This is an optimization exercise on Yosys and OpenROAD, whose aim is small area, a short achievable clock period and few clock cycles per item, not a production implementation. In this exercise RTL edits were held to simulation tests only and were not proved equivalent to the original. Power and IR drop assume default switching activity.

File: flow/config.mk
export PLATFORM = sky130hd
export DESIGN_NAME = tdes_enc
export DESIGN_NICKNAME = tdes_enc
export VERILOG_FILES = /design/flow/design.v
export SDC_FILE = /design/flow/constraint.sdc
export NUM_CORES = 4
export LEC_CHECK = 0
export CAP_MARGIN = 20
export CELL_PAD_IN_SITES_DETAIL_PLACEMENT = 0
export CORE_AREA = 2 2 248 248
export CTS_BUF_LIST = sky130_fd_sc_hd__clkbuf_4
export DIE_AREA = 0 0 250 250
export PLACE_DENSITY = 0.8
export SLEW_MARGIN = 20
export SYNTH_HIERARCHICAL = 1
export SYNTH_MINIMUM_KEEP_SIZE = 0
File: flow/constraint.sdc
create_clock -name core_clock -period 10.0 [get_ports {clk}]
set_input_delay 2.0000 -clock core_clock [delete_from_list [all_inputs] [get_ports {clk}]]
set_output_delay 2.0000 -clock core_clock [all_outputs]
set_load 0.01 [all_outputs]
File: flow/design.v
module tdes_enc(
    input [63:0] k1,k2,k3,
    input [127:0] pt,
    output [127:0] ct,
    input rst,clk,
    output [63:0] ek1,ek2,ek3,
    output reg done
    );
always @(posedge clk)
  done <= !rst;
wire x0_0;
tdes_xnor2 gx0_0(.a(pt[0]), .b(k3[0]), .y(x0_0));
wire x0_1;
tdes_xnor2 gx0_1(.a(pt[64]), .b(k1[0]), .y(x0_1));
wire x0_2;
tdes_xnor2 gx0_2(.a(k2[0]), .b(x0_0), .y(x0_2));
wire x0_3;
tdes_xnor2 gx0_3(.a(x0_1), .b(x0_2), .y(x0_3));
wire x0_4;
tdes_xnor2 gx0_4(.a(pt[16]), .b(k3[16]), .y(x0_4));
wire x0_5;
tdes_xnor2 gx0_5(.a(pt[80]), .b(k1[16]), .y(x0_5));
wire x0_6;
tdes_xnor2 gx0_6(.a(k2[16]), .b(x0_4), .y(x0_6));
wire x0_7;
tdes_xnor2 gx0_7(.a(x0_5), .b(x0_6), .y(x0_7));
wire x0_8;
tdes_xnor2 gx0_8(.a(pt[32]), .b(k2[32]), .y(x0_8));
wire x0_9;
tdes_xnor2 gx0_9(.a(k3[32]), .b(pt[96]), .y(x0_9));
wire x0_10;
tdes_xnor2 gx0_10(.a(k1[32]), .b(x0_8), .y(x0_10));
wire x0_11;
tdes_xnor2 gx0_11(.a(x0_9), .b(x0_10), .y(x0_11));
wire x0_12;
tdes_xnor2 gx0_12(.a(pt[48]), .b(k2[48]), .y(x0_12));
wire x0_13;
tdes_xnor2 gx0_13(.a(k3[48]), .b(pt[112]), .y(x0_13));
wire x0_14;
tdes_xnor2 gx0_14(.a(k1[48]), .b(x0_12), .y(x0_14));
wire x0_15;
tdes_xnor2 gx0_15(.a(x0_13), .b(x0_14), .y(x0_15));
assign ct[0] = x0_3;
assign ct[16] = x0_7;
assign ct[32] = x0_11;
assign ct[48] = x0_15;
assign ct[64] = pt[0];
assign ct[80] = pt[16];
assign ct[96] = pt[32];
assign ct[112] = pt[48];
assign ek1[0] = k1[0];
assign ek1[16] = k1[16];
assign ek1[32] = k1[32];
assign ek1[48] = k1[48];
assign ek2[0] = k2[0];
assign ek2[16] = k2[16];
assign ek2[32] = k2[32];
assign ek2[48] = k2[48];
assign ek3[0] = k3[0];
assign ek3[16] = k3[16];
assign ek3[32] = k3[32];
assign ek3[48] = k3[48];
wire x1_16;
tdes_xnor2 gx1_16(.a(pt[65]), .b(pt[1]), .y(x1_16));
wire x1_17;
tdes_xnor2 gx1_17(.a(k1[1]), .b(k2[1]), .y(x1_17));
wire x1_18;
tdes_xnor2 gx1_18(.a(k3[1]), .b(x1_16), .y(x1_18));
wire x1_19;
tdes_xnor2 gx1_19(.a(x1_17), .b(x1_18), .y(x1_19));
wire x1_20;
tdes_xnor2 gx1_20(.a(pt[81]), .b(pt[17]), .y(x1_20));
wire x1_21;
tdes_xnor2 gx1_21(.a(k1[17]), .b(k2[17]), .y(x1_21));
wire x1_22;
tdes_xnor2 gx1_22(.a(k3[17]), .b(x1_20), .y(x1_22));
wire x1_23;
tdes_xnor2 gx1_23(.a(x1_21), .b(x1_22), .y(x1_23));
wire x1_24;
tdes_xnor2 gx1_24(.a(pt[33]), .b(k1[33]), .y(x1_24));
wire x1_25;
tdes_xnor2 gx1_25(.a(k2[33]), .b(pt[97]), .y(x1_25));
wire x1_26;
tdes_xnor2 gx1_26(.a(k3[33]), .b(x1_24), .y(x1_26));
wire x1_27;
tdes_xnor2 gx1_27(.a(x1_25), .b(x1_26), .y(x1_27));
wire x1_28;
tdes_xnor2 gx1_28(.a(pt[49]), .b(k1[49]), .y(x1_28));
wire x1_29;
tdes_xnor2 gx1_29(.a(k2[49]), .b(pt[113]), .y(x1_29));
wire x1_30;
tdes_xnor2 gx1_30(.a(k3[49]), .b(x1_28), .y(x1_30));
wire x1_31;
tdes_xnor2 gx1_31(.a(x1_29), .b(x1_30), .y(x1_31));
assign ct[1] = x1_19;
assign ct[17] = x1_23;
assign ct[33] = x1_27;
assign ct[49] = x1_31;
assign ct[65] = pt[1];
assign ct[81] = pt[17];
assign ct[97] = pt[33];
assign ct[113] = pt[49];
assign ek1[1] = k1[1];
assign ek1[17] = k1[17];
assign ek1[33] = k1[33];
assign ek1[49] = k1[49];
assign ek2[1] = k2[1];
assign ek2[17] = k2[17];
assign ek2[33] = k2[33];
assign ek2[49] = k2[49];
assign ek3[1] = k3[1];
assign ek3[17] = k3[17];
assign ek3[33] = k3[33];
assign ek3[49] = k3[49];
wire x2_32;
tdes_xnor2 gx2_32(.a(k2[2]), .b(pt[2]), .y(x2_32));
wire x2_33;
tdes_xnor2 gx2_33(.a(k3[2]), .b(pt[66]), .y(x2_33));
wire x2_34;
tdes_xnor2 gx2_34(.a(k1[2]), .b(x2_32), .y(x2_34));
wire x2_35;
tdes_xnor2 gx2_35(.a(x2_33), .b(x2_34), .y(x2_35));
wire x2_36;
tdes_xnor2 gx2_36(.a(k2[18]), .b(pt[18]), .y(x2_36));
wire x2_37;
tdes_xnor2 gx2_37(.a(k3[18]), .b(pt[82]), .y(x2_37));
wire x2_38;
tdes_xnor2 gx2_38(.a(k1[18]), .b(x2_36), .y(x2_38));
wire x2_39;
tdes_xnor2 gx2_39(.a(x2_37), .b(x2_38), .y(x2_39));
wire x2_40;
tdes_xnor2 gx2_40(.a(k1[34]), .b(pt[34]), .y(x2_40));
wire x2_41;
tdes_xnor2 gx2_41(.a(k2[34]), .b(k3[34]), .y(x2_41));
wire x2_42;
tdes_xnor2 gx2_42(.a(pt[98]), .b(x2_40), .y(x2_42));
wire x2_43;
tdes_xnor2 gx2_43(.a(x2_41), .b(x2_42), .y(x2_43));
wire x2_44;
tdes_xnor2 gx2_44(.a(k1[50]), .b(pt[50]), .y(x2_44));
wire x2_45;
tdes_xnor2 gx2_45(.a(k2[50]), .b(k3[50]), .y(x2_45));
wire x2_46;
tdes_xnor2 gx2_46(.a(pt[114]), .b(x2_44), .y(x2_46));
wire x2_47;
tdes_xnor2 gx2_47(.a(x2_45), .b(x2_46), .y(x2_47));
assign ct[2] = x2_35;
assign ct[18] = x2_39;
assign ct[34] = x2_43;
assign ct[50] = x2_47;
assign ct[66] = pt[2];
assign ct[82] = pt[18];
assign ct[98] = pt[34];
assign ct[114] = pt[50];
assign ek1[2] = k1[2];
assign ek1[18] = k1[18];
assign ek1[34] = k1[34];
assign ek1[50] = k1[50];
assign ek2[2] = k2[2];
assign ek2[18] = k2[18];
assign ek2[34] = k2[34];
assign ek2[50] = k2[50];
assign ek3[2] = k3[2];
assign ek3[18] = k3[18];
assign ek3[34] = k3[34];
assign ek3[50] = k3[50];
wire x3_48;
tdes_xnor2 gx3_48(.a(k3[3]), .b(pt[67]), .y(x3_48));
wire x3_49;
tdes_xnor2 gx3_49(.a(pt[3]), .b(k1[3]), .y(x3_49));
wire x3_50;
tdes_xnor2 gx3_50(.a(k2[3]), .b(x3_48), .y(x3_50));
wire x3_51;
tdes_xnor2 gx3_51(.a(x3_49), .b(x3_50), .y(x3_51));
wire x3_52;
tdes_xnor2 gx3_52(.a(k3[19]), .b(pt[83]), .y(x3_52));
wire x3_53;
tdes_xnor2 gx3_53(.a(pt[19]), .b(k1[19]), .y(x3_53));
wire x3_54;
tdes_xnor2 gx3_54(.a(k2[19]), .b(x3_52), .y(x3_54));
wire x3_55;
tdes_xnor2 gx3_55(.a(x3_53), .b(x3_54), .y(x3_55));
wire x3_56;
tdes_xnor2 gx3_56(.a(pt[99]), .b(k3[35]), .y(x3_56));
wire x3_57;
tdes_xnor2 gx3_57(.a(pt[35]), .b(k1[35]), .y(x3_57));
wire x3_58;
tdes_xnor2 gx3_58(.a(k2[35]), .b(x3_56), .y(x3_58));
wire x3_59;
tdes_xnor2 gx3_59(.a(x3_57), .b(x3_58), .y(x3_59));
wire x3_60;
tdes_xnor2 gx3_60(.a(pt[115]), .b(k3[51]), .y(x3_60));
wire x3_61;
tdes_xnor2 gx3_61(.a(pt[51]), .b(k1[51]), .y(x3_61));
wire x3_62;
tdes_xnor2 gx3_62(.a(k2[51]), .b(x3_60), .y(x3_62));
wire x3_63;
tdes_xnor2 gx3_63(.a(x3_61), .b(x3_62), .y(x3_63));
assign ct[3] = x3_51;
assign ct[19] = x3_55;
assign ct[35] = x3_59;
assign ct[51] = x3_63;
assign ct[67] = pt[3];
assign ct[83] = pt[19];
assign ct[99] = pt[35];
assign ct[115] = pt[51];
assign ek1[3] = k1[3];
assign ek1[19] = k1[19];
assign ek1[35] = k1[35];
assign ek1[51] = k1[51];
assign ek2[3] = k2[3];
assign ek2[19] = k2[19];
assign ek2[35] = k2[35];
assign ek2[51] = k2[51];
assign ek3[3] = k3[3];
assign ek3[19] = k3[19];
assign ek3[35] = k3[35];
assign ek3[51] = k3[51];
wire x4_64;
tdes_xnor2 gx4_64(.a(k1[4]), .b(k2[4]), .y(x4_64));
wire x4_65;
tdes_xnor2 gx4_65(.a(pt[4]), .b(k3[4]), .y(x4_65));
wire x4_66;
tdes_xnor2 gx4_66(.a(pt[68]), .b(x4_64), .y(x4_66));
wire x4_67;
tdes_xnor2 gx4_67(.a(x4_65), .b(x4_66), .y(x4_67));
wire x4_68;
tdes_xnor2 gx4_68(.a(k1[20]), .b(k2[20]), .y(x4_68));
wire x4_69;
tdes_xnor2 gx4_69(.a(pt[20]), .b(k3[20]), .y(x4_69));
wire x4_70;
tdes_xnor2 gx4_70(.a(pt[84]), .b(x4_68), .y(x4_70));
wire x4_71;
tdes_xnor2 gx4_71(.a(x4_69), .b(x4_70), .y(x4_71));
wire x4_72;
tdes_xnor2 gx4_72(.a(pt[100]), .b(k1[36]), .y(x4_72));
wire x4_73;
tdes_xnor2 gx4_73(.a(pt[36]), .b(k2[36]), .y(x4_73));
wire x4_74;
tdes_xnor2 gx4_74(.a(k3[36]), .b(x4_72), .y(x4_74));
wire x4_75;
tdes_xnor2 gx4_75(.a(x4_73), .b(x4_74), .y(x4_75));
wire x4_76;
tdes_xnor2 gx4_76(.a(pt[116]), .b(k1[52]), .y(x4_76));
wire x4_77;
tdes_xnor2 gx4_77(.a(pt[52]), .b(k2[52]), .y(x4_77));
wire x4_78;
tdes_xnor2 gx4_78(.a(k3[52]), .b(x4_76), .y(x4_78));
wire x4_79;
tdes_xnor2 gx4_79(.a(x4_77), .b(x4_78), .y(x4_79));
assign ct[4] = x4_67;
assign ct[20] = x4_71;
assign ct[36] = x4_75;
assign ct[52] = x4_79;
assign ct[68] = pt[4];
assign ct[84] = pt[20];
assign ct[100] = pt[36];
assign ct[116] = pt[52];
assign ek1[4] = k1[4];
assign ek1[20] = k1[20];
assign ek1[36] = k1[36];
assign ek1[52] = k1[52];
assign ek2[4] = k2[4];
assign ek2[20] = k2[20];
assign ek2[36] = k2[36];
assign ek2[52] = k2[52];
assign ek3[4] = k3[4];
assign ek3[20] = k3[20];
assign ek3[36] = k3[36];
assign ek3[52] = k3[52];
wire x5_80;
tdes_xnor2 gx5_80(.a(k2[5]), .b(k3[5]), .y(x5_80));
wire x5_81;
tdes_xnor2 gx5_81(.a(pt[69]), .b(pt[5]), .y(x5_81));
wire x5_82;
tdes_xnor2 gx5_82(.a(k1[5]), .b(x5_80), .y(x5_82));
wire x5_83;
tdes_xnor2 gx5_83(.a(x5_81), .b(x5_82), .y(x5_83));
wire x5_84;
tdes_xnor2 gx5_84(.a(k2[21]), .b(k3[21]), .y(x5_84));
wire x5_85;
tdes_xnor2 gx5_85(.a(pt[85]), .b(pt[21]), .y(x5_85));
wire x5_86;
tdes_xnor2 gx5_86(.a(k1[21]), .b(x5_84), .y(x5_86));
wire x5_87;
tdes_xnor2 gx5_87(.a(x5_85), .b(x5_86), .y(x5_87));
wire x5_88;
tdes_xnor2 gx5_88(.a(k2[37]), .b(pt[101]), .y(x5_88));
wire x5_89;
tdes_xnor2 gx5_89(.a(k3[37]), .b(pt[37]), .y(x5_89));
wire x5_90;
tdes_xnor2 gx5_90(.a(k1[37]), .b(x5_88), .y(x5_90));
wire x5_91;
tdes_xnor2 gx5_91(.a(x5_89), .b(x5_90), .y(x5_91));
wire x5_92;
tdes_xnor2 gx5_92(.a(k2[53]), .b(pt[117]), .y(x5_92));
wire x5_93;
tdes_xnor2 gx5_93(.a(k3[53]), .b(pt[53]), .y(x5_93));
wire x5_94;
tdes_xnor2 gx5_94(.a(k1[53]), .b(x5_92), .y(x5_94));
wire x5_95;
tdes_xnor2 gx5_95(.a(x5_93), .b(x5_94), .y(x5_95));
assign ct[5] = x5_83;
assign ct[21] = x5_87;
assign ct[37] = x5_91;
assign ct[53] = x5_95;
assign ct[69] = pt[5];
assign ct[85] = pt[21];
assign ct[101] = pt[37];
assign ct[117] = pt[53];
assign ek1[5] = k1[5];
assign ek1[21] = k1[21];
assign ek1[37] = k1[37];
assign ek1[53] = k1[53];
assign ek2[5] = k2[5];
assign ek2[21] = k2[21];
assign ek2[37] = k2[37];
assign ek2[53] = k2[53];
assign ek3[5] = k3[5];
assign ek3[21] = k3[21];
assign ek3[37] = k3[37];
assign ek3[53] = k3[53];
wire x6_96;
tdes_xnor2 gx6_96(.a(pt[70]), .b(k1[6]), .y(x6_96));
wire x6_97;
tdes_xnor2 gx6_97(.a(k2[6]), .b(pt[6]), .y(x6_97));
wire x6_98;
tdes_xnor2 gx6_98(.a(k3[6]), .b(x6_96), .y(x6_98));
wire x6_99;
tdes_xnor2 gx6_99(.a(x6_97), .b(x6_98), .y(x6_99));
wire x6_100;
tdes_xnor2 gx6_100(.a(pt[86]), .b(k1[22]), .y(x6_100));
wire x6_101;
tdes_xnor2 gx6_101(.a(k2[22]), .b(pt[22]), .y(x6_101));
wire x6_102;
tdes_xnor2 gx6_102(.a(k3[22]), .b(x6_100), .y(x6_102));
wire x6_103;
tdes_xnor2 gx6_103(.a(x6_101), .b(x6_102), .y(x6_103));
wire x6_104;
tdes_xnor2 gx6_104(.a(k3[38]), .b(pt[102]), .y(x6_104));
wire x6_105;
tdes_xnor2 gx6_105(.a(k1[38]), .b(pt[38]), .y(x6_105));
wire x6_106;
tdes_xnor2 gx6_106(.a(k2[38]), .b(x6_104), .y(x6_106));
wire x6_107;
tdes_xnor2 gx6_107(.a(x6_105), .b(x6_106), .y(x6_107));
wire x6_108;
tdes_xnor2 gx6_108(.a(k3[54]), .b(pt[118]), .y(x6_108));
wire x6_109;
tdes_xnor2 gx6_109(.a(k1[54]), .b(pt[54]), .y(x6_109));
wire x6_110;
tdes_xnor2 gx6_110(.a(k2[54]), .b(x6_108), .y(x6_110));
wire x6_111;
tdes_xnor2 gx6_111(.a(x6_109), .b(x6_110), .y(x6_111));
assign ct[6] = x6_99;
assign ct[22] = x6_103;
assign ct[38] = x6_107;
assign ct[54] = x6_111;
assign ct[70] = pt[6];
assign ct[86] = pt[22];
assign ct[102] = pt[38];
assign ct[118] = pt[54];
assign ek1[6] = k1[6];
assign ek1[22] = k1[22];
assign ek1[38] = k1[38];
assign ek1[54] = k1[54];
assign ek2[6] = k2[6];
assign ek2[22] = k2[22];
assign ek2[38] = k2[38];
assign ek2[54] = k2[54];
assign ek3[6] = k3[6];
assign ek3[22] = k3[22];
assign ek3[38] = k3[38];
assign ek3[54] = k3[54];
wire x7_112;
tdes_xnor2 gx7_112(.a(pt[7]), .b(pt[71]), .y(x7_112));
wire x7_113;
tdes_xnor2 gx7_113(.a(k1[7]), .b(k2[7]), .y(x7_113));
wire x7_114;
tdes_xnor2 gx7_114(.a(k3[7]), .b(x7_112), .y(x7_114));
wire x7_115;
tdes_xnor2 gx7_115(.a(x7_113), .b(x7_114), .y(x7_115));
wire x7_116;
tdes_xnor2 gx7_116(.a(pt[87]), .b(pt[23]), .y(x7_116));
wire x7_117;
tdes_xnor2 gx7_117(.a(k1[23]), .b(k2[23]), .y(x7_117));
wire x7_118;
tdes_xnor2 gx7_118(.a(k3[23]), .b(x7_116), .y(x7_118));
wire x7_119;
tdes_xnor2 gx7_119(.a(x7_117), .b(x7_118), .y(x7_119));
wire x7_120;
tdes_xnor2 gx7_120(.a(pt[103]), .b(pt[39]), .y(x7_120));
wire x7_121;
tdes_xnor2 gx7_121(.a(k1[39]), .b(k2[39]), .y(x7_121));
wire x7_122;
tdes_xnor2 gx7_122(.a(k3[39]), .b(x7_120), .y(x7_122));
wire x7_123;
tdes_xnor2 gx7_123(.a(x7_121), .b(x7_122), .y(x7_123));
wire x7_124;
tdes_xnor2 gx7_124(.a(pt[55]), .b(pt[119]), .y(x7_124));
wire x7_125;
tdes_xnor2 gx7_125(.a(k1[55]), .b(k2[55]), .y(x7_125));
wire x7_126;
tdes_xnor2 gx7_126(.a(k3[55]), .b(x7_124), .y(x7_126));
wire x7_127;
tdes_xnor2 gx7_127(.a(x7_125), .b(x7_126), .y(x7_127));
assign ct[7] = x7_115;
assign ct[23] = x7_119;
assign ct[39] = x7_123;
assign ct[55] = x7_127;
assign ct[71] = pt[7];
assign ct[87] = pt[23];
assign ct[103] = pt[39];
assign ct[119] = pt[55];
assign ek1[7] = k1[7];
assign ek1[23] = k1[23];
assign ek1[39] = k1[39];
assign ek1[55] = k1[55];
assign ek2[7] = k2[7];
assign ek2[23] = k2[23];
assign ek2[39] = k2[39];
assign ek2[55] = k2[55];
assign ek3[7] = k3[7];
assign ek3[23] = k3[23];
assign ek3[39] = k3[39];
assign ek3[55] = k3[55];
wire x8_128;
tdes_xnor2 gx8_128(.a(k3[8]), .b(pt[8]), .y(x8_128));
wire x8_129;
tdes_xnor2 gx8_129(.a(pt[72]), .b(k1[8]), .y(x8_129));
wire x8_130;
tdes_xnor2 gx8_130(.a(k2[8]), .b(x8_128), .y(x8_130));
wire x8_131;
tdes_xnor2 gx8_131(.a(x8_129), .b(x8_130), .y(x8_131));
wire x8_132;
tdes_xnor2 gx8_132(.a(k3[24]), .b(pt[24]), .y(x8_132));
wire x8_133;
tdes_xnor2 gx8_133(.a(pt[88]), .b(k1[24]), .y(x8_133));
wire x8_134;
tdes_xnor2 gx8_134(.a(k2[24]), .b(x8_132), .y(x8_134));
wire x8_135;
tdes_xnor2 gx8_135(.a(x8_133), .b(x8_134), .y(x8_135));
wire x8_136;
tdes_xnor2 gx8_136(.a(k2[40]), .b(k3[40]), .y(x8_136));
wire x8_137;
tdes_xnor2 gx8_137(.a(pt[40]), .b(pt[104]), .y(x8_137));
wire x8_138;
tdes_xnor2 gx8_138(.a(k1[40]), .b(x8_136), .y(x8_138));
wire x8_139;
tdes_xnor2 gx8_139(.a(x8_137), .b(x8_138), .y(x8_139));
wire x8_140;
tdes_xnor2 gx8_140(.a(k3[56]), .b(k2[56]), .y(x8_140));
wire x8_141;
tdes_xnor2 gx8_141(.a(pt[56]), .b(pt[120]), .y(x8_141));
wire x8_142;
tdes_xnor2 gx8_142(.a(k1[56]), .b(x8_140), .y(x8_142));
wire x8_143;
tdes_xnor2 gx8_143(.a(x8_141), .b(x8_142), .y(x8_143));
assign ct[8] = x8_131;
assign ct[24] = x8_135;
assign ct[40] = x8_139;
assign ct[56] = x8_143;
assign ct[72] = pt[8];
assign ct[88] = pt[24];
assign ct[104] = pt[40];
assign ct[120] = pt[56];
assign ek1[8] = k1[8];
assign ek1[24] = k1[24];
assign ek1[40] = k1[40];
assign ek1[56] = k1[56];
assign ek2[8] = k2[8];
assign ek2[24] = k2[24];
assign ek2[40] = k2[40];
assign ek2[56] = k2[56];
assign ek3[8] = k3[8];
assign ek3[24] = k3[24];
assign ek3[40] = k3[40];
assign ek3[56] = k3[56];
wire x9_144;
tdes_xnor2 gx9_144(.a(k1[9]), .b(k2[9]), .y(x9_144));
wire x9_145;
tdes_xnor2 gx9_145(.a(k3[9]), .b(pt[73]), .y(x9_145));
wire x9_146;
tdes_xnor2 gx9_146(.a(pt[9]), .b(x9_144), .y(x9_146));
wire x9_147;
tdes_xnor2 gx9_147(.a(x9_145), .b(x9_146), .y(x9_147));
wire x9_148;
tdes_xnor2 gx9_148(.a(pt[89]), .b(k2[25]), .y(x9_148));
wire x9_149;
tdes_xnor2 gx9_149(.a(k3[25]), .b(k1[25]), .y(x9_149));
wire x9_150;
tdes_xnor2 gx9_150(.a(pt[25]), .b(x9_148), .y(x9_150));
wire x9_151;
tdes_xnor2 gx9_151(.a(x9_149), .b(x9_150), .y(x9_151));
wire x9_152;
tdes_xnor2 gx9_152(.a(pt[105]), .b(k1[41]), .y(x9_152));
wire x9_153;
tdes_xnor2 gx9_153(.a(k2[41]), .b(k3[41]), .y(x9_153));
wire x9_154;
tdes_xnor2 gx9_154(.a(pt[41]), .b(x9_152), .y(x9_154));
wire x9_155;
tdes_xnor2 gx9_155(.a(x9_153), .b(x9_154), .y(x9_155));
wire x9_156;
tdes_xnor2 gx9_156(.a(k1[57]), .b(k2[57]), .y(x9_156));
wire x9_157;
tdes_xnor2 gx9_157(.a(k3[57]), .b(pt[121]), .y(x9_157));
wire x9_158;
tdes_xnor2 gx9_158(.a(pt[57]), .b(x9_156), .y(x9_158));
wire x9_159;
tdes_xnor2 gx9_159(.a(x9_157), .b(x9_158), .y(x9_159));
assign ct[9] = x9_147;
assign ct[25] = x9_151;
assign ct[41] = x9_155;
assign ct[57] = x9_159;
assign ct[73] = pt[9];
assign ct[89] = pt[25];
assign ct[105] = pt[41];
assign ct[121] = pt[57];
assign ek1[9] = k1[9];
assign ek1[25] = k1[25];
assign ek1[41] = k1[41];
assign ek1[57] = k1[57];
assign ek2[9] = k2[9];
assign ek2[25] = k2[25];
assign ek2[41] = k2[41];
assign ek2[57] = k2[57];
assign ek3[9] = k3[9];
assign ek3[25] = k3[25];
assign ek3[41] = k3[41];
assign ek3[57] = k3[57];
wire x10_160;
tdes_xnor2 gx10_160(.a(pt[10]), .b(pt[74]), .y(x10_160));
wire x10_161;
tdes_xnor2 gx10_161(.a(k1[10]), .b(k2[10]), .y(x10_161));
wire x10_162;
tdes_xnor2 gx10_162(.a(k3[10]), .b(x10_160), .y(x10_162));
wire x10_163;
tdes_xnor2 gx10_163(.a(x10_161), .b(x10_162), .y(x10_163));
wire x10_164;
tdes_xnor2 gx10_164(.a(pt[90]), .b(k1[26]), .y(x10_164));
wire x10_165;
tdes_xnor2 gx10_165(.a(k2[26]), .b(pt[26]), .y(x10_165));
wire x10_166;
tdes_xnor2 gx10_166(.a(k3[26]), .b(x10_164), .y(x10_166));
wire x10_167;
tdes_xnor2 gx10_167(.a(x10_165), .b(x10_166), .y(x10_167));
wire x10_168;
tdes_xnor2 gx10_168(.a(k2[42]), .b(pt[42]), .y(x10_168));
wire x10_169;
tdes_xnor2 gx10_169(.a(pt[106]), .b(k1[42]), .y(x10_169));
wire x10_170;
tdes_xnor2 gx10_170(.a(k3[42]), .b(x10_168), .y(x10_170));
wire x10_171;
tdes_xnor2 gx10_171(.a(x10_169), .b(x10_170), .y(x10_171));
wire x10_172;
tdes_xnor2 gx10_172(.a(k2[58]), .b(pt[122]), .y(x10_172));
wire x10_173;
tdes_xnor2 gx10_173(.a(k1[58]), .b(pt[58]), .y(x10_173));
wire x10_174;
tdes_xnor2 gx10_174(.a(k3[58]), .b(x10_172), .y(x10_174));
wire x10_175;
tdes_xnor2 gx10_175(.a(x10_173), .b(x10_174), .y(x10_175));
assign ct[10] = x10_163;
assign ct[26] = x10_167;
assign ct[42] = x10_171;
assign ct[58] = x10_175;
assign ct[74] = pt[10];
assign ct[90] = pt[26];
assign ct[106] = pt[42];
assign ct[122] = pt[58];
assign ek1[10] = k1[10];
assign ek1[26] = k1[26];
assign ek1[42] = k1[42];
assign ek1[58] = k1[58];
assign ek2[10] = k2[10];
assign ek2[26] = k2[26];
assign ek2[42] = k2[42];
assign ek2[58] = k2[58];
assign ek3[10] = k3[10];
assign ek3[26] = k3[26];
assign ek3[42] = k3[42];
assign ek3[58] = k3[58];
wire x11_176;
tdes_xnor2 gx11_176(.a(pt[11]), .b(pt[75]), .y(x11_176));
wire x11_177;
tdes_xnor2 gx11_177(.a(k3[11]), .b(k1[11]), .y(x11_177));
wire x11_178;
tdes_xnor2 gx11_178(.a(k2[11]), .b(x11_176), .y(x11_178));
wire x11_179;
tdes_xnor2 gx11_179(.a(x11_177), .b(x11_178), .y(x11_179));
wire x11_180;
tdes_xnor2 gx11_180(.a(k3[27]), .b(pt[91]), .y(x11_180));
wire x11_181;
tdes_xnor2 gx11_181(.a(pt[27]), .b(k1[27]), .y(x11_181));
wire x11_182;
tdes_xnor2 gx11_182(.a(k2[27]), .b(x11_180), .y(x11_182));
wire x11_183;
tdes_xnor2 gx11_183(.a(x11_181), .b(x11_182), .y(x11_183));
wire x11_184;
tdes_xnor2 gx11_184(.a(k3[43]), .b(pt[43]), .y(x11_184));
wire x11_185;
tdes_xnor2 gx11_185(.a(pt[107]), .b(k1[43]), .y(x11_185));
wire x11_186;
tdes_xnor2 gx11_186(.a(k2[43]), .b(x11_184), .y(x11_186));
wire x11_187;
tdes_xnor2 gx11_187(.a(x11_185), .b(x11_186), .y(x11_187));
wire x11_188;
tdes_xnor2 gx11_188(.a(k3[59]), .b(pt[123]), .y(x11_188));
wire x11_189;
tdes_xnor2 gx11_189(.a(pt[59]), .b(k1[59]), .y(x11_189));
wire x11_190;
tdes_xnor2 gx11_190(.a(k2[59]), .b(x11_188), .y(x11_190));
wire x11_191;
tdes_xnor2 gx11_191(.a(x11_189), .b(x11_190), .y(x11_191));
assign ct[11] = x11_179;
assign ct[27] = x11_183;
assign ct[43] = x11_187;
assign ct[59] = x11_191;
assign ct[75] = pt[11];
assign ct[91] = pt[27];
assign ct[107] = pt[43];
assign ct[123] = pt[59];
assign ek1[11] = k1[11];
assign ek1[27] = k1[27];
assign ek1[43] = k1[43];
assign ek1[59] = k1[59];
assign ek2[11] = k2[11];
assign ek2[27] = k2[27];
assign ek2[43] = k2[43];
assign ek2[59] = k2[59];
assign ek3[11] = k3[11];
assign ek3[27] = k3[27];
assign ek3[43] = k3[43];
assign ek3[59] = k3[59];
wire x12_192;
tdes_xnor2 gx12_192(.a(k2[12]), .b(k3[12]), .y(x12_192));
wire x12_193;
tdes_xnor2 gx12_193(.a(k1[12]), .b(pt[12]), .y(x12_193));
wire x12_194;
tdes_xnor2 gx12_194(.a(pt[76]), .b(x12_192), .y(x12_194));
wire x12_195;
tdes_xnor2 gx12_195(.a(x12_193), .b(x12_194), .y(x12_195));
wire x12_196;
tdes_xnor2 gx12_196(.a(k1[28]), .b(k2[28]), .y(x12_196));
wire x12_197;
tdes_xnor2 gx12_197(.a(k3[28]), .b(pt[28]), .y(x12_197));
wire x12_198;
tdes_xnor2 gx12_198(.a(pt[92]), .b(x12_196), .y(x12_198));
wire x12_199;
tdes_xnor2 gx12_199(.a(x12_197), .b(x12_198), .y(x12_199));
wire x12_200;
tdes_xnor2 gx12_200(.a(k1[44]), .b(k2[44]), .y(x12_200));
wire x12_201;
tdes_xnor2 gx12_201(.a(k3[44]), .b(pt[108]), .y(x12_201));
wire x12_202;
tdes_xnor2 gx12_202(.a(pt[44]), .b(x12_200), .y(x12_202));
wire x12_203;
tdes_xnor2 gx12_203(.a(x12_201), .b(x12_202), .y(x12_203));
wire x12_204;
tdes_xnor2 gx12_204(.a(pt[124]), .b(k1[60]), .y(x12_204));
wire x12_205;
tdes_xnor2 gx12_205(.a(k2[60]), .b(k3[60]), .y(x12_205));
wire x12_206;
tdes_xnor2 gx12_206(.a(pt[60]), .b(x12_204), .y(x12_206));
wire x12_207;
tdes_xnor2 gx12_207(.a(x12_205), .b(x12_206), .y(x12_207));
assign ct[12] = x12_195;
assign ct[28] = x12_199;
assign ct[44] = x12_203;
assign ct[60] = x12_207;
assign ct[76] = pt[12];
assign ct[92] = pt[28];
assign ct[108] = pt[44];
assign ct[124] = pt[60];
assign ek1[12] = k1[12];
assign ek1[28] = k1[28];
assign ek1[44] = k1[44];
assign ek1[60] = k1[60];
assign ek2[12] = k2[12];
assign ek2[28] = k2[28];
assign ek2[44] = k2[44];
assign ek2[60] = k2[60];
assign ek3[12] = k3[12];
assign ek3[28] = k3[28];
assign ek3[44] = k3[44];
assign ek3[60] = k3[60];
wire x13_208;
tdes_xnor2 gx13_208(.a(pt[13]), .b(pt[77]), .y(x13_208));
wire x13_209;
tdes_xnor2 gx13_209(.a(k1[13]), .b(k3[13]), .y(x13_209));
wire x13_210;
tdes_xnor2 gx13_210(.a(k2[13]), .b(x13_208), .y(x13_210));
wire x13_211;
tdes_xnor2 gx13_211(.a(x13_209), .b(x13_210), .y(x13_211));
wire x13_212;
tdes_xnor2 gx13_212(.a(pt[93]), .b(k1[29]), .y(x13_212));
wire x13_213;
tdes_xnor2 gx13_213(.a(k2[29]), .b(k3[29]), .y(x13_213));
wire x13_214;
tdes_xnor2 gx13_214(.a(pt[29]), .b(x13_212), .y(x13_214));
wire x13_215;
tdes_xnor2 gx13_215(.a(x13_213), .b(x13_214), .y(x13_215));
wire x13_216;
tdes_xnor2 gx13_216(.a(pt[45]), .b(pt[109]), .y(x13_216));
wire x13_217;
tdes_xnor2 gx13_217(.a(k1[45]), .b(k3[45]), .y(x13_217));
wire x13_218;
tdes_xnor2 gx13_218(.a(k2[45]), .b(x13_216), .y(x13_218));
wire x13_219;
tdes_xnor2 gx13_219(.a(x13_217), .b(x13_218), .y(x13_219));
wire x13_220;
tdes_xnor2 gx13_220(.a(pt[125]), .b(k1[61]), .y(x13_220));
wire x13_221;
tdes_xnor2 gx13_221(.a(k2[61]), .b(k3[61]), .y(x13_221));
wire x13_222;
tdes_xnor2 gx13_222(.a(pt[61]), .b(x13_220), .y(x13_222));
wire x13_223;
tdes_xnor2 gx13_223(.a(x13_221), .b(x13_222), .y(x13_223));
assign ct[13] = x13_211;
assign ct[29] = x13_215;
assign ct[45] = x13_219;
assign ct[61] = x13_223;
assign ct[77] = pt[13];
assign ct[93] = pt[29];
assign ct[109] = pt[45];
assign ct[125] = pt[61];
assign ek1[13] = k1[13];
assign ek1[29] = k1[29];
assign ek1[45] = k1[45];
assign ek1[61] = k1[61];
assign ek2[13] = k2[13];
assign ek2[29] = k2[29];
assign ek2[45] = k2[45];
assign ek2[61] = k2[61];
assign ek3[13] = k3[13];
assign ek3[29] = k3[29];
assign ek3[45] = k3[45];
assign ek3[61] = k3[61];
wire x14_224;
tdes_xnor2 gx14_224(.a(k1[46]), .b(k3[46]), .y(x14_224));
wire x14_225;
tdes_xnor2 gx14_225(.a(k1[62]), .b(k3[62]), .y(x14_225));
wire x14_226;
tdes_xnor2 gx14_226(.a(k1[30]), .b(k2[62]), .y(x14_226));
wire x14_227;
tdes_xnor2 gx14_227(.a(k2[46]), .b(x14_224), .y(x14_227));
wire x14_228;
tdes_xnor2 gx14_228(.a(k3[30]), .b(x14_226), .y(x14_228));
wire x14_229;
tdes_xnor2 gx14_229(.a(k2[30]), .b(x14_225), .y(x14_229));
wire x14_230;
tdes_xor2 gx14_230(.a(x14_228), .b(x14_229), .y(x14_230));
wire x14_231;
tdes_xnor2 gx14_231(.a(k3[14]), .b(k2[14]), .y(x14_231));
wire x14_232;
tdes_xnor2 gx14_232(.a(k1[14]), .b(x14_231), .y(x14_232));
wire x14_233;
tdes_xnor2 gx14_233(.a(x14_227), .b(x14_228), .y(x14_233));
wire x14_234;
tdes_xnor2 gx14_234(.a(x14_232), .b(x14_233), .y(x14_234));
wire x14_235;
tdes_xnor2 gx14_235(.a(x14_224), .b(x14_230), .y(x14_235));
wire x14_236;
tdes_xnor2 gx14_236(.a(x14_225), .b(x14_227), .y(x14_236));
wire x14_237;
tdes_xnor2 gx14_237(.a(k2[62]), .b(x14_225), .y(x14_237));
wire x14_238;
tdes_xor2 gx14_238(.a(k1[30]), .b(k1[14]), .y(x14_238));
wire x14_239;
tdes_xor2 gx14_239(.a(k1[46]), .b(k1[30]), .y(x14_239));
wire x14_240;
tdes_xor2 gx14_240(.a(k1[62]), .b(k1[46]), .y(x14_240));
wire x14_241;
tdes_xor2 gx14_241(.a(k2[30]), .b(k2[14]), .y(x14_241));
wire x14_242;
tdes_xor2 gx14_242(.a(k2[30]), .b(k2[46]), .y(x14_242));
wire x14_243;
tdes_xor2 gx14_243(.a(k2[46]), .b(k2[62]), .y(x14_243));
wire x14_244;
tdes_xor2 gx14_244(.a(k3[14]), .b(k3[30]), .y(x14_244));
wire x14_245;
tdes_xor2 gx14_245(.a(k3[46]), .b(k3[30]), .y(x14_245));
wire x14_246;
tdes_xor2 gx14_246(.a(k3[62]), .b(k3[46]), .y(x14_246));
reg kr14_0;
always @(posedge clk) kr14_0 <= x14_234;
reg kr14_1;
always @(posedge clk) kr14_1 <= x14_235;
reg kr14_2;
always @(posedge clk) kr14_2 <= x14_230;
reg kr14_3;
always @(posedge clk) kr14_3 <= x14_236;
reg kr14_4;
always @(posedge clk) kr14_4 <= x14_227;
reg kr14_5;
always @(posedge clk) kr14_5 <= x14_237;
assign ek1[14] = x14_238;
assign ek1[30] = x14_239;
assign ek1[46] = x14_240;
assign ek1[62] = k1[62];
assign ek2[14] = x14_241;
assign ek2[30] = x14_242;
assign ek2[46] = x14_243;
assign ek2[62] = k2[62];
assign ek3[14] = x14_244;
assign ek3[30] = x14_245;
assign ek3[46] = x14_246;
assign ek3[62] = k3[62];
wire y14_247;
tdes_xnor2 gy14_247(.a(pt[14]), .b(pt[78]), .y(y14_247));
wire y14_247_o;
tdes_xnor2 gy14_247_o(.a(y14_247), .b(kr14_0), .y(y14_247_o));
assign ct[14] = y14_247_o;
wire y14_248;
tdes_xnor2 gy14_248(.a(pt[30]), .b(pt[94]), .y(y14_248));
wire y14_248_o;
tdes_xnor2 gy14_248_o(.a(y14_248), .b(kr14_1), .y(y14_248_o));
assign ct[30] = y14_248_o;
wire y14_249;
tdes_xnor2 gy14_249(.a(pt[46]), .b(pt[110]), .y(y14_249));
wire y14_249_o;
tdes_xnor2 gy14_249_o(.a(y14_249), .b(kr14_3), .y(y14_249_o));
assign ct[46] = y14_249_o;
wire y14_250;
tdes_xnor2 gy14_250(.a(pt[62]), .b(pt[126]), .y(y14_250));
wire y14_250_o;
tdes_xnor2 gy14_250_o(.a(y14_250), .b(kr14_5), .y(y14_250_o));
assign ct[62] = y14_250_o;
wire y14_251;
tdes_xor2 gy14_251(.a(pt[14]), .b(kr14_2), .y(y14_251));
assign ct[78] = y14_251;
wire y14_252;
tdes_xor2 gy14_252(.a(pt[30]), .b(kr14_4), .y(y14_252));
assign ct[94] = y14_252;
wire y14_253;
tdes_xor2 gy14_253(.a(pt[46]), .b(kr14_5), .y(y14_253));
assign ct[110] = y14_253;
assign ct[126] = pt[62];
wire x15_254;
tdes_xnor2 gx15_254(.a(k1[47]), .b(k3[47]), .y(x15_254));
wire x15_255;
tdes_xnor2 gx15_255(.a(k1[63]), .b(k3[63]), .y(x15_255));
wire x15_256;
tdes_xnor2 gx15_256(.a(k1[31]), .b(k2[63]), .y(x15_256));
wire x15_257;
tdes_xnor2 gx15_257(.a(k2[47]), .b(x15_254), .y(x15_257));
wire x15_258;
tdes_xnor2 gx15_258(.a(k3[31]), .b(x15_256), .y(x15_258));
wire x15_259;
tdes_xnor2 gx15_259(.a(k2[31]), .b(x15_255), .y(x15_259));
wire x15_260;
tdes_xor2 gx15_260(.a(x15_258), .b(x15_259), .y(x15_260));
wire x15_261;
tdes_xnor2 gx15_261(.a(k1[15]), .b(k2[15]), .y(x15_261));
wire x15_262;
tdes_xnor2 gx15_262(.a(k3[15]), .b(x15_261), .y(x15_262));
wire x15_263;
tdes_xnor2 gx15_263(.a(x15_257), .b(x15_258), .y(x15_263));
wire x15_264;
tdes_xnor2 gx15_264(.a(x15_262), .b(x15_263), .y(x15_264));
wire x15_265;
tdes_xnor2 gx15_265(.a(x15_254), .b(x15_260), .y(x15_265));
wire x15_266;
tdes_xnor2 gx15_266(.a(x15_255), .b(x15_257), .y(x15_266));
wire x15_267;
tdes_xnor2 gx15_267(.a(k2[63]), .b(x15_255), .y(x15_267));
wire x15_268;
tdes_xor2 gx15_268(.a(k1[31]), .b(k1[15]), .y(x15_268));
wire x15_269;
tdes_xor2 gx15_269(.a(k1[47]), .b(k1[31]), .y(x15_269));
wire x15_270;
tdes_xor2 gx15_270(.a(k1[63]), .b(k1[47]), .y(x15_270));
wire x15_271;
tdes_xor2 gx15_271(.a(k2[31]), .b(k2[15]), .y(x15_271));
wire x15_272;
tdes_xor2 gx15_272(.a(k2[47]), .b(k2[31]), .y(x15_272));
wire x15_273;
tdes_xor2 gx15_273(.a(k2[63]), .b(k2[47]), .y(x15_273));
wire x15_274;
tdes_xor2 gx15_274(.a(k3[31]), .b(k3[15]), .y(x15_274));
wire x15_275;
tdes_xor2 gx15_275(.a(k3[47]), .b(k3[31]), .y(x15_275));
wire x15_276;
tdes_xor2 gx15_276(.a(k3[63]), .b(k3[47]), .y(x15_276));
reg kr15_6;
always @(posedge clk) kr15_6 <= x15_264;
reg kr15_7;
always @(posedge clk) kr15_7 <= x15_265;
reg kr15_8;
always @(posedge clk) kr15_8 <= x15_260;
reg kr15_9;
always @(posedge clk) kr15_9 <= x15_266;
reg kr15_10;
always @(posedge clk) kr15_10 <= x15_257;
reg kr15_11;
always @(posedge clk) kr15_11 <= x15_267;
assign ek1[15] = x15_268;
assign ek1[31] = x15_269;
assign ek1[47] = x15_270;
assign ek1[63] = k1[63];
assign ek2[15] = x15_271;
assign ek2[31] = x15_272;
assign ek2[47] = x15_273;
assign ek2[63] = k2[63];
assign ek3[15] = x15_274;
assign ek3[31] = x15_275;
assign ek3[47] = x15_276;
assign ek3[63] = k3[63];
wire y15_277;
tdes_xnor2 gy15_277(.a(pt[15]), .b(pt[79]), .y(y15_277));
wire y15_277_o;
tdes_xnor2 gy15_277_o(.a(y15_277), .b(kr15_6), .y(y15_277_o));
assign ct[15] = y15_277_o;
wire y15_278;
tdes_xnor2 gy15_278(.a(pt[31]), .b(pt[95]), .y(y15_278));
wire y15_278_o;
tdes_xnor2 gy15_278_o(.a(y15_278), .b(kr15_7), .y(y15_278_o));
assign ct[31] = y15_278_o;
wire y15_279;
tdes_xnor2 gy15_279(.a(pt[47]), .b(pt[111]), .y(y15_279));
wire y15_279_o;
tdes_xnor2 gy15_279_o(.a(y15_279), .b(kr15_9), .y(y15_279_o));
assign ct[47] = y15_279_o;
wire y15_280;
tdes_xnor2 gy15_280(.a(pt[63]), .b(pt[127]), .y(y15_280));
wire y15_280_o;
tdes_xnor2 gy15_280_o(.a(y15_280), .b(kr15_11), .y(y15_280_o));
assign ct[63] = y15_280_o;
wire y15_281;
tdes_xor2 gy15_281(.a(pt[15]), .b(kr15_8), .y(y15_281));
assign ct[79] = y15_281;
wire y15_282;
tdes_xor2 gy15_282(.a(pt[31]), .b(kr15_10), .y(y15_282));
assign ct[95] = y15_282;
wire y15_283;
tdes_xor2 gy15_283(.a(pt[47]), .b(kr15_11), .y(y15_283));
assign ct[111] = y15_283;
assign ct[127] = pt[63];
endmodule
module tdes_xor2(input a, input b, output y);
assign y = a ^ b;
endmodule
module tdes_xnor2(input a, input b, output y);
assign y = ~(a ^ b);
endmodule
File: flow/flow/run.sh
#!/bin/bash
# The standard layout, with two changes to how it is made:
# - the port buffers that buffer_ports inserts are sky130_fd_sc_hd__buf_1
#   instead of the slow delay buffer it picks by default;
# - place_pins keeps the ports of each bit lane together (pins_args.txt,
#   written by gen/pins.py), so each lane's XOR tree sits next to its pins.
set -euo pipefail
PINS="$(cat flow/pins_args.txt)"
bash standard.sh "BUFFER_PORTS_ARGS=-buffer_cell sky130_fd_sc_hd__buf_1" "PLACE_PINS_ARGS=$PINS" finish > standard.log 2>&1
File: flow/flow/pins_args.txt
-group_pins {ct[64] pt[0] ek1[0] k1[0] pt[64] ct[0] k2[0] ek2[0] k3[0] ek3[0]} -group_pins {ct[80] pt[16] ek1[16] k1[16] pt[80] ct[16] k2[16] ek2[16] k3[16] ek3[16]} -group_pins {ct[96] pt[32] ek1[32] k1[32] pt[96] ct[32] k2[32] ek2[32] k3[32] ek3[32]} -group_pins {ct[112] pt[48] ek1[48] k1[48] pt[112] ct[48] k2[48] ek2[48] k3[48] ek3[48]} -group_pins {ct[65] pt[1] ek1[1] k1[1] pt[65] ct[1] k2[1] ek2[1] k3[1] ek3[1]} -group_pins {ct[81] pt[17] ek1[17] k1[17] pt[81] ct[17] k2[17] ek2[17] k3[17] ek3[17]} -group_pins {ct[97] pt[33] ek1[33] k1[33] pt[97] ct[33] k2[33] ek2[33] k3[33] ek3[33]} -group_pins {ct[113] pt[49] ek1[49] k1[49] pt[113] ct[49] k2[49] ek2[49] k3[49] ek3[49]} -group_pins {ct[66] pt[2] ek1[2] k1[2] pt[66] ct[2] k2[2] ek2[2] k3[2] ek3[2]} -group_pins {ct[82] pt[18] ek1[18] k1[18] pt[82] ct[18] k2[18] ek2[18] k3[18] ek3[18]} -group_pins {ct[98] pt[34] ek1[34] k1[34] pt[98] ct[34] k2[34] ek2[34] k3[34] ek3[34]} -group_pins {ct[114] pt[50] ek1[50] k1[50] pt[114] ct[50] k2[50] ek2[50] k3[50] ek3[50]} -group_pins {ct[67] pt[3] ek1[3] k1[3] pt[67] ct[3] k2[3] ek2[3] k3[3] ek3[3]} -group_pins {ct[83] pt[19] ek1[19] k1[19] pt[83] ct[19] k2[19] ek2[19] k3[19] ek3[19]} -group_pins {ct[99] pt[35] ek1[35] k1[35] pt[99] ct[35] k2[35] ek2[35] k3[35] ek3[35]} -group_pins {ct[115] pt[51] ek1[51] k1[51] pt[115] ct[51] k2[51] ek2[51] k3[51] ek3[51]} -group_pins {ct[68] pt[4] ek1[4] k1[4] pt[68] ct[4] k2[4] ek2[4] k3[4] ek3[4]} -group_pins {ct[84] pt[20] ek1[20] k1[20] pt[84] ct[20] k2[20] ek2[20] k3[20] ek3[20]} -group_pins {ct[100] pt[36] ek1[36] k1[36] pt[100] ct[36] k2[36] ek2[36] k3[36] ek3[36]} -group_pins {ct[116] pt[52] ek1[52] k1[52] pt[116] ct[52] k2[52] ek2[52] k3[52] ek3[52]} -group_pins {ct[69] pt[5] ek1[5] k1[5] pt[69] ct[5] k2[5] ek2[5] k3[5] ek3[5]} -group_pins {ct[85] pt[21] ek1[21] k1[21] pt[85] ct[21] k2[21] ek2[21] k3[21] ek3[21]} -group_pins {ct[101] pt[37] ek1[37] k1[37] pt[101] ct[37] k2[37] ek2[37] k3[37] ek3[37]} -group_pins {ct[117] pt[53] ek1[53] k1[53] pt[117] ct[53] k2[53] ek2[53] k3[53] ek3[53]} -group_pins {ct[70] pt[6] ek1[6] k1[6] pt[70] ct[6] k2[6] ek2[6] k3[6] ek3[6]} -group_pins {ct[86] pt[22] ek1[22] k1[22] pt[86] ct[22] k2[22] ek2[22] k3[22] ek3[22]} -group_pins {ct[102] pt[38] ek1[38] k1[38] pt[102] ct[38] k2[38] ek2[38] k3[38] ek3[38]} -group_pins {ct[118] pt[54] ek1[54] k1[54] pt[118] ct[54] k2[54] ek2[54] k3[54] ek3[54]} -group_pins {ct[71] pt[7] ek1[7] k1[7] pt[71] ct[7] k2[7] ek2[7] k3[7] ek3[7]} -group_pins {ct[87] pt[23] ek1[23] k1[23] pt[87] ct[23] k2[23] ek2[23] k3[23] ek3[23]} -group_pins {ct[103] pt[39] ek1[39] k1[39] pt[103] ct[39] k2[39] ek2[39] k3[39] ek3[39]} -group_pins {ct[119] pt[55] ek1[55] k1[55] pt[119] ct[55] k2[55] ek2[55] k3[55] ek3[55]} -group_pins {ct[72] pt[8] ek1[8] k1[8] pt[72] ct[8] k2[8] ek2[8] k3[8] ek3[8]} -group_pins {ct[88] pt[24] ek1[24] k1[24] pt[88] ct[24] k2[24] ek2[24] k3[24] ek3[24]} -group_pins {ct[104] pt[40] ek1[40] k1[40] pt[104] ct[40] k2[40] ek2[40] k3[40] ek3[40]} -group_pins {ct[120] pt[56] ek1[56] k1[56] pt[120] ct[56] k2[56] ek2[56] k3[56] ek3[56]} -group_pins {ct[73] pt[9] ek1[9] k1[9] pt[73] ct[9] k2[9] ek2[9] k3[9] ek3[9]} -group_pins {ct[89] pt[25] ek1[25] k1[25] pt[89] ct[25] k2[25] ek2[25] k3[25] ek3[25]} -group_pins {ct[105] pt[41] ek1[41] k1[41] pt[105] ct[41] k2[41] ek2[41] k3[41] ek3[41]} -group_pins {ct[121] pt[57] ek1[57] k1[57] pt[121] ct[57] k2[57] ek2[57] k3[57] ek3[57]} -group_pins {ct[74] pt[10] ek1[10] k1[10] pt[74] ct[10] k2[10] ek2[10] k3[10] ek3[10]} -group_pins {ct[90] pt[26] ek1[26] k1[26] pt[90] ct[26] k2[26] ek2[26] k3[26] ek3[26]} -group_pins {ct[106] pt[42] ek1[42] k1[42] pt[106] ct[42] k2[42] ek2[42] k3[42] ek3[42]} -group_pins {ct[122] pt[58] ek1[58] k1[58] pt[122] ct[58] k2[58] ek2[58] k3[58] ek3[58]} -group_pins {ct[75] pt[11] ek1[11] k1[11] pt[75] ct[11] k2[11] ek2[11] k3[11] ek3[11]} -group_pins {ct[91] pt[27] ek1[27] k1[27] pt[91] ct[27] k2[27] ek2[27] k3[27] ek3[27]} -group_pins {ct[107] pt[43] ek1[43] k1[43] pt[107] ct[43] k2[43] ek2[43] k3[43] ek3[43]} -group_pins {ct[123] pt[59] ek1[59] k1[59] pt[123] ct[59] k2[59] ek2[59] k3[59] ek3[59]} -group_pins {ct[76] pt[12] ek1[12] k1[12] pt[76] ct[12] k2[12] ek2[12] k3[12] ek3[12]} -group_pins {ct[92] pt[28] ek1[28] k1[28] pt[92] ct[28] k2[28] ek2[28] k3[28] ek3[28]} -group_pins {ct[108] pt[44] ek1[44] k1[44] pt[108] ct[44] k2[44] ek2[44] k3[44] ek3[44]} -group_pins {ct[124] pt[60] ek1[60] k1[60] pt[124] ct[60] k2[60] ek2[60] k3[60] ek3[60]} -group_pins {ct[77] pt[13] ek1[13] k1[13] pt[77] ct[13] k2[13] ek2[13] k3[13] ek3[13]} -group_pins {ct[93] pt[29] ek1[29] k1[29] pt[93] ct[29] k2[29] ek2[29] k3[29] ek3[29]} -group_pins {ct[109] pt[45] ek1[45] k1[45] pt[109] ct[45] k2[45] ek2[45] k3[45] ek3[45]} -group_pins {ct[125] pt[61] ek1[61] k1[61] pt[125] ct[61] k2[61] ek2[61] k3[61] ek3[61]} -group_pins {k1[14] ek1[14] k1[30] ek1[30] k1[46] ek1[46] k1[62] ek1[62]} -group_pins {k2[14] ek2[14] k2[30] ek2[30] k2[46] ek2[46] k2[62] ek2[62]} -group_pins {k3[14] ek3[14] k3[30] ek3[30] k3[46] ek3[46] k3[62] ek3[62]} -group_pins {ct[78] pt[14] pt[78] ct[14] ct[94] pt[30] pt[94] ct[30]} -group_pins {ct[110] pt[46] pt[110] ct[46] ct[126] pt[62] pt[126] ct[62]} -group_pins {k1[15] ek1[15] k1[31] ek1[31] k1[47] ek1[47] k1[63] ek1[63]} -group_pins {k2[15] ek2[15] k2[31] ek2[31] k2[47] ek2[47] k2[63] ek2[63]} -group_pins {k3[15] ek3[15] k3[31] ek3[31] k3[47] ek3[47] k3[63] ek3[63]} -group_pins {ct[79] pt[15] pt[79] ct[15] ct[95] pt[31] pt[95] ct[31]} -group_pins {ct[111] pt[47] pt[111] ct[47] ct[127] pt[63] pt[127] ct[63]}
File: flow/standard.sh
#!/bin/bash
# synth_recipe.tcl (not shown) runs the flow's synth.tcl, then flattens the netlist and writes it again
# the make line also repeats each setting of config.mk as NAME=value (left out here)
make -C /OpenROAD-flow-scripts/flow DESIGN_CONFIG=/design/flow/config.mk WORK_HOME=/design/flow/orfs CLKGATE_MAP_FILE= SYNTH_SCRIPT=/design/flow/synth_recipe.tcl "${@:-finish}"
==> run_results.csv, run 1 <==
group,metric,value,unit
setup_path,worstPathMaxFanout,2,
cells_and_area,drive_gt1_frac,0.00420,
yosys,synth_cell_types,5,
clocking,cts_tree,"built",
floorplanning,rows,90,
placed_design,io_buffer_count,642,
setup_path,required,8.00,ns
setup_path,cp-start-kind,"input port",
power_and_ir_drop,power,0.000528,W
setup_path,critPathMaxStageDelay,0.19,ns
yosys,synth_area,5220,um^2
global_route,first_global_vias,3285,
timing,finalSetupTns,0,ns
yosys,synth_common_cells,"320 x buf_4, 266 x xnor2_1, 26 x xor2_1",
placed_design,place_congestion,0.675,
floorplanning,fp.dieH,250,um
power_and_ir_drop,p_per_area,84.6,nW/um^2
power_and_ir_drop,p_leak,1.55,nW
setup_path,path_delay_family,"XOR/XNOR gates",
clocking,cts_max_level,1,
yosys,synth.largest_area_cell,"buf_4",
cells_and_area,final_core_util,0.104,
power_and_ir_drop,ir_drop,58.5,uV
global_route,track_usage,0.0200,
yosys,ys_seq_area_frac,0.0498,
setup_path,critPathKind,"in2out",
cells_and_area,syn2layout_area_growth,19.4,%
global_route,grt_max_degree,8,
cells_and_area,final_cell_area,6240,um^2
timing,finalCritPeriodShare,0.475,
yosys,synthFlopType,"dfxtp_1",
min_path,min_path_type,"in2reg",
yosys,post-synth-top-area-fraction,0.460,
global_route,overflow,0,
timing,hold_violations,0,
setup_path,cp.arrival,2.75,ns
global_route,grt_pass1_wl,11400,um
routing,drtIter0Drc,21,
clocking,clockBufferDepth,2,
clocking,cts_inserted_buffers,3,
yosys,synth_area_leaders,"buf_4 46%, xnor2_1 45%, dfxtp_1 5.0%, xor2_1 4.4%, inv_1 0.072%",
placed_design,dp_hpwl,7730,um
setup_path,critPathBufInv,2,
yosys,async_reset_ff_frac,0,
timing,slew_viol_final,0,
yosys,synthesis.nets,948,
yosys,synth.most_common_cell,"buf_4",
clocking,ctsRootBufferMaster,"clkbuf_4",
floorplanning,ios,643,
yosys,synth_cells,626,
routing,drc,0,
routing,drtPass1Iterations,4,
routing,via_per_inst,2.54,
timing,setup_viol,0,
timing,worst_pin_slew,0.379,ns
cells_and_area,nets,1275,
clocking,post_cts_resize_count,0,
yosys,synth_seq_cells,13,
clocking,clk_pin_slew_worst_paths,0.08,ns
global_route,grt_antenna_before_repair,0,
cells_and_area,diodes,0,
run_status,status,"complete, no violations",
yosys,syn_area_per_cell,8.34,um^2
yosys,synth-edff-count,0,
routing,wl_per_cell,4.74,um
routing,vias,4404,
setup_path,worst_path_max_delay_cell,"xnor2_1",
floorplanning,die_w,250,um
clocking,cts_hold_buffers,0,
floorplanning,start_util,0.0869,
floorplanning,core_area,60100,um^2
setup_path,path_common_cell,"xnor2_1",
routing,wl,8220,um
placed_design,dpl_cell_area,6210,um^2
timing,relSlewSlack,0.746,
clocking,cts_setup_buffers,0,
placed_design,post-place-cells,1730,
timing,rsz0062_at_grt,"no",
cells_and_area,finalNonFillerCells,1734,
setup_path,crit_path_end_kind,"output pin",
timing,max_freq,210,MHz
timing,timing.final.crit_period,4.75,ns
clocking,cts_sinks,13,
routing,ant_nets,0,
floorplanning,die_area,62500,um^2
yosys,ys_warn_count,7,
setup_path,crit_chain,"buf_1 > xnor2_1 > xnor2_1 > xnor2_1 > buf_1",
job,cap_viol_max_count,0,
[final timing paths]
kind,from,end,slack [ns],depth (start not counted)
worst max-delay path,k3[5],ct[5],5.25,5
worst min-delay path,rst,done,1.83,2
[cell type report]
cell class,count,area (um^2)
clock buffers,4,30.0
fillers,6979,53900
inverters,1,3.75
multi-input cells,292,2560
flip-flops and latches,13,260
well taps,782,978
repair buffers,642,2410
[cell families after synthesis]
kind of cell	share of synthesized area
XOR/XNOR	0.490
buffers and inverters	0.461
flip-flops	0.0498
[layer usage]
layer,share of wire,up-vias,track usage
met2,0.55,318,0.0453
met5,0,-,0
met3,0.12,6,0.000730
li1,-,2235,-
met4,0.013,0,0.00873
met1,0.31,1845,0.0174
[modules after synthesis (local to each module, per instance)]
module / flops+latches / cell area (um^2)
tdes_enc: 13 / 2670
tdes_xnor2: 0 / 8.76
tdes_xor2: 0 / 8.76
[placed cells by master (no fill, tap or decap)]
cell type,count
clkbuf_4,4
xor2_1,26
xnor2_1,266
dfxtp_1,13
buf_1,642
inv_1,1
[stage by stage]
| stage | setup WS [ns] | hold WS, ns |
|---|---|---|
| global placement | 5.27 | 2.13 |
| floorplan | 5.44 | 2.06 |
| global route | 5.13 | 1.83 |
| detailed placement | 5.24 | 2.14 |
| finish | 5.25 | 1.83 |
| CTS | 5.23 | 1.81 |
[where the power goes]
part	leakage [nW]	internal, W	switching (W)
clock network	0.0184	0.0000183	0.0000185
logic	1.42	0.000195	0.000221
registers	0.110	0.0000669	0.00000800
Testbench counts, summed over its fixed seeds: cycles 512, items 256.
==> inputs of run 2 (changes only) <==
--- a/flow/config.mk
+++ b/flow/config.mk
@@ -12,3 +12,3 @@
 export DIE_AREA = 0 0 250 250
-export PLACE_DENSITY = 0.8
+export PLACE_DENSITY = 0.65
 export SLEW_MARGIN = 20
==> run_results.csv, run 2 <==
group,metric,value,unit
run_status,status,"complete, no violations",
setup_path,cp-start-kind,"input port",
cells_and_area,fillers,7006,
yosys,synth.most_common_cell,"buf_4",
min_path,min_path_type,"in2reg",
floorplanning,core_area,60100,um^2
clocking,clockBufferDepth,2,
clocking,clk_pin_slew_worst_paths,0.08,ns
clocking,cts_setup_buffers,0,
timing,setup_viol,0,
setup_path,path_common_cell,"xnor2_1",
job,cap_viol_max_count,0,
yosys,synth_cell_types,5,
routing,wl,8110,um
cells_and_area,nets,1275,
yosys,ys_warn_count,7,
setup_path,critPathMaxStageDelay,0.19,ns
setup_path,crit_path_end_kind,"output pin",
floorplanning,die_area,62500,um^2
cells_and_area,final_common_cell,"buf_1",
placed_design,dp_hpwl,7650,um
timing,max_freq,210,MHz
setup_path,path_depth,5,
cells_and_area,layout_common_cells,"642 x buf_1, 266 x xnor2_1, 26 x xor2_1",
yosys,synth-edff-count,0,
yosys,synth_top_family_by_area,"XOR/XNOR gates",
yosys,async_reset_ff_frac,0,
timing,timing.final.crit_period,4.75,ns
yosys,synth_area,5220,um^2
global_route,overflow,0,
yosys,synthSimpleGateAreaFrac,0,
floorplanning,fp.dieH,250,um
power_and_ir_drop,switchingPower,0.000247,W
floorplanning,die_w,250,um
floorplanning,start_util,0.0869,
routing,wl_per_cell,4.68,um
clocking,cts_inserted_buffers,3,
placed_design,dpl_cell_area,6210,um^2
timing,finalSetupTns,0,ns
routing,vias,4355,
yosys,synth_seq_cells,13,
yosys,ys_seq_area_frac,0.0498,
cells_and_area,finalNonFillerCells,1734,
global_route,grt_antenna_before_repair,0,
yosys,synth_area_leaders,"buf_4 46%, xnor2_1 45%, dfxtp_1 5.0%, xor2_1 4.4%, inv_1 0.072%",
power_and_ir_drop,p_per_area,84.5,nW/um^2
clocking,cts_max_level,1,
setup_path,crit_chain,"buf_1 > xnor2_1 > xnor2_1 > xnor2_1 > buf_1",
cells_and_area,drive_gt1_frac,0.00420,
setup_path,path_delay_family,"XOR/XNOR gates",
cells_and_area,seq_area,260,um^2
routing,ant_nets,0,
routing,drc,0,
setup_path,required,8.00,ns
timing,worst_pin_slew,0.378,ns
global_route,first_global_vias,3231,
cells_and_area,diodes,0,
setup_path,worst_path_max_delay_cell,"xnor2_1",
timing,hold_violations,0,
setup_path,critPathKind,"in2out",
clocking,post_cts_resize_count,0,
yosys,post-synth-top-area-fraction,0.460,
yosys,synthFlopType,"dfxtp_1",
routing,drtPass1Iterations,4,
timing,rsz0062_at_grt,"no",
cells_and_area,final_cell_area,6240,um^2
yosys,synthesis.nets,948,
yosys,syn_area_per_cell,8.34,um^2
power_and_ir_drop,p_clk_frac,0.069,
setup_path,worstPathMaxFanout,2,
yosys,muxShareOfSynthArea,0,
power_and_ir_drop,ir_drop,52.3,uV
cells_and_area,multi_input_area,2560,um^2
clocking,cts_tree,"built",
floorplanning,ios,643,
placed_design,io_buffer_count,642,
timing,slew_viol_final,0,
timing,finalCritPeriodShare,0.475,
placed_design,place_congestion,0.640,
global_route,grt_pass1_wl,11500,um
yosys,synth_cells,626,
routing,via_per_inst,2.51,
yosys,synth.largest_area_cell,"buf_4",
global_route,track_usage,0.0199,
setup_path,cp.arrival,2.75,ns
power_and_ir_drop,swShare,0.469,
clocking,cts_sinks,13,
yosys,synth_xor_area_frac,0.490,
placed_design,post-place-cells,1730,
power_and_ir_drop,pwr-share-comb,0.787,
floorplanning,rows,90,
yosys,synth-compound-area-share,0,
power_and_ir_drop,p_seq_frac,0.144,
clocking,ctsRootBufferMaster,"clkbuf_4",
cells_and_area,syn2layout_area_growth,19.4,%
power_and_ir_drop,p_leak,1.55,nW
power_and_ir_drop,p_int,0.000280,W
setup_path,critPathBufInv,2,
min_path,hold_depth,2,
clocking,cts_hold_buffers,0,
timing,relSlewSlack,0.746,
yosys,synth_common_cells,"320 x buf_4, 266 x xnor2_1, 26 x xor2_1",
global_route,grt_max_degree,8,
routing,drtIter0Drc,35,
yosys,synthAdderAreaFrac,0,
## run 2: cell families after synthesis
kind of cell | Yosys count
xor gates and xnor gates | 292
buffers and inverters | 321
DFF | 13
## run 2: stage by stage
step	total power, W	hold slack [ns]	util	worst slack [ns]
finish	0.000527	1.85	0.104	5.25
global route	0.000576	1.84	0.104	5.14
CTS	0.000538	1.83	0.104	5.23
detailed placement	0.000496	2.15	0.103	5.23
global placement	0.000494	2.13	0.103	5.27
floorplan	0.000511	2.06	-	5.44
## run 2: path summary, 6_finish.rpt
kind  startpoint     end  slack, ns
min          rst    done       1.85
max       k1[26]  ct[26]       5.25
## run 2: power groups by stage
stage | clock network, W | logic, W | registers, W
global route | 0.0000425 | 0.000456 | 0.0000781
floorplan | 0 | 0.000437 | 0.0000737
finish | 0.0000366 | 0.000415 | 0.0000759
global placement | 0 | 0.000415 | 0.0000782
CTS | 0.0000401 | 0.000421 | 0.0000768
detailed placement | 0 | 0.000419 | 0.0000773
## run 2: cell type report
class / count / share of cell area
sequential: 13 / 0.0417
inverter: 1 / 0.000602
clock buffer: 4 / 0.00481
tap: 782 / 0.157
multi-input combinational: 292 / 0.410
timing repair buffer: 642 / 0.386
## run 2: routing by layer
layer | vias to the layer above | wire, um | track usage
li1 | 2230 | - | -
met1 | 1824 | 2630 | 0.0190
met2 | 297 | 4500 | 0.0443
met3 | 4 | 927 | 0.000521
met4 | 0 | 54 | 0.00616
met5 | - | 0 | 0
## run 2: Yosys stat by module (local to each module, per instance)
module / cells / area (um^2)
tdes_xnor2: 1 / 8.76
tdes_xor2: 1 / 8.76
tdes_enc: 334 / 2670

-- static timing again, ports no longer ideal --
How much do the figures lean on ideal ports? The routed layouts below were timed once more, with nothing changed but the port constraints. Step 1: set_driving_cell puts a clkbuf_16 on clk and a buf_2 on each other input, an assumption about the parent block. Step 2 also shifts input and output timing later by t, the mid clock arrival at the registers, as if the neighbouring blocks saw the same clock. Three values: no drivers, after step 1, after step 2; two values: the first two.
run	shift t [ns]	slack for setup (ns)	hold WS [ns]
run 1	0.311	5.247 / 5.226 / 5.226	1.835 / 1.832 / 2.144
run 2	0.303	5.246 / 5.223 / 5.223	1.849 / 1.848 / 2.151
After both steps setup and hold are still met in every run listed. The setup slack of run 2, which loses most, moves by -0.023 ns with the drivers and by -0.023 ns with both steps.
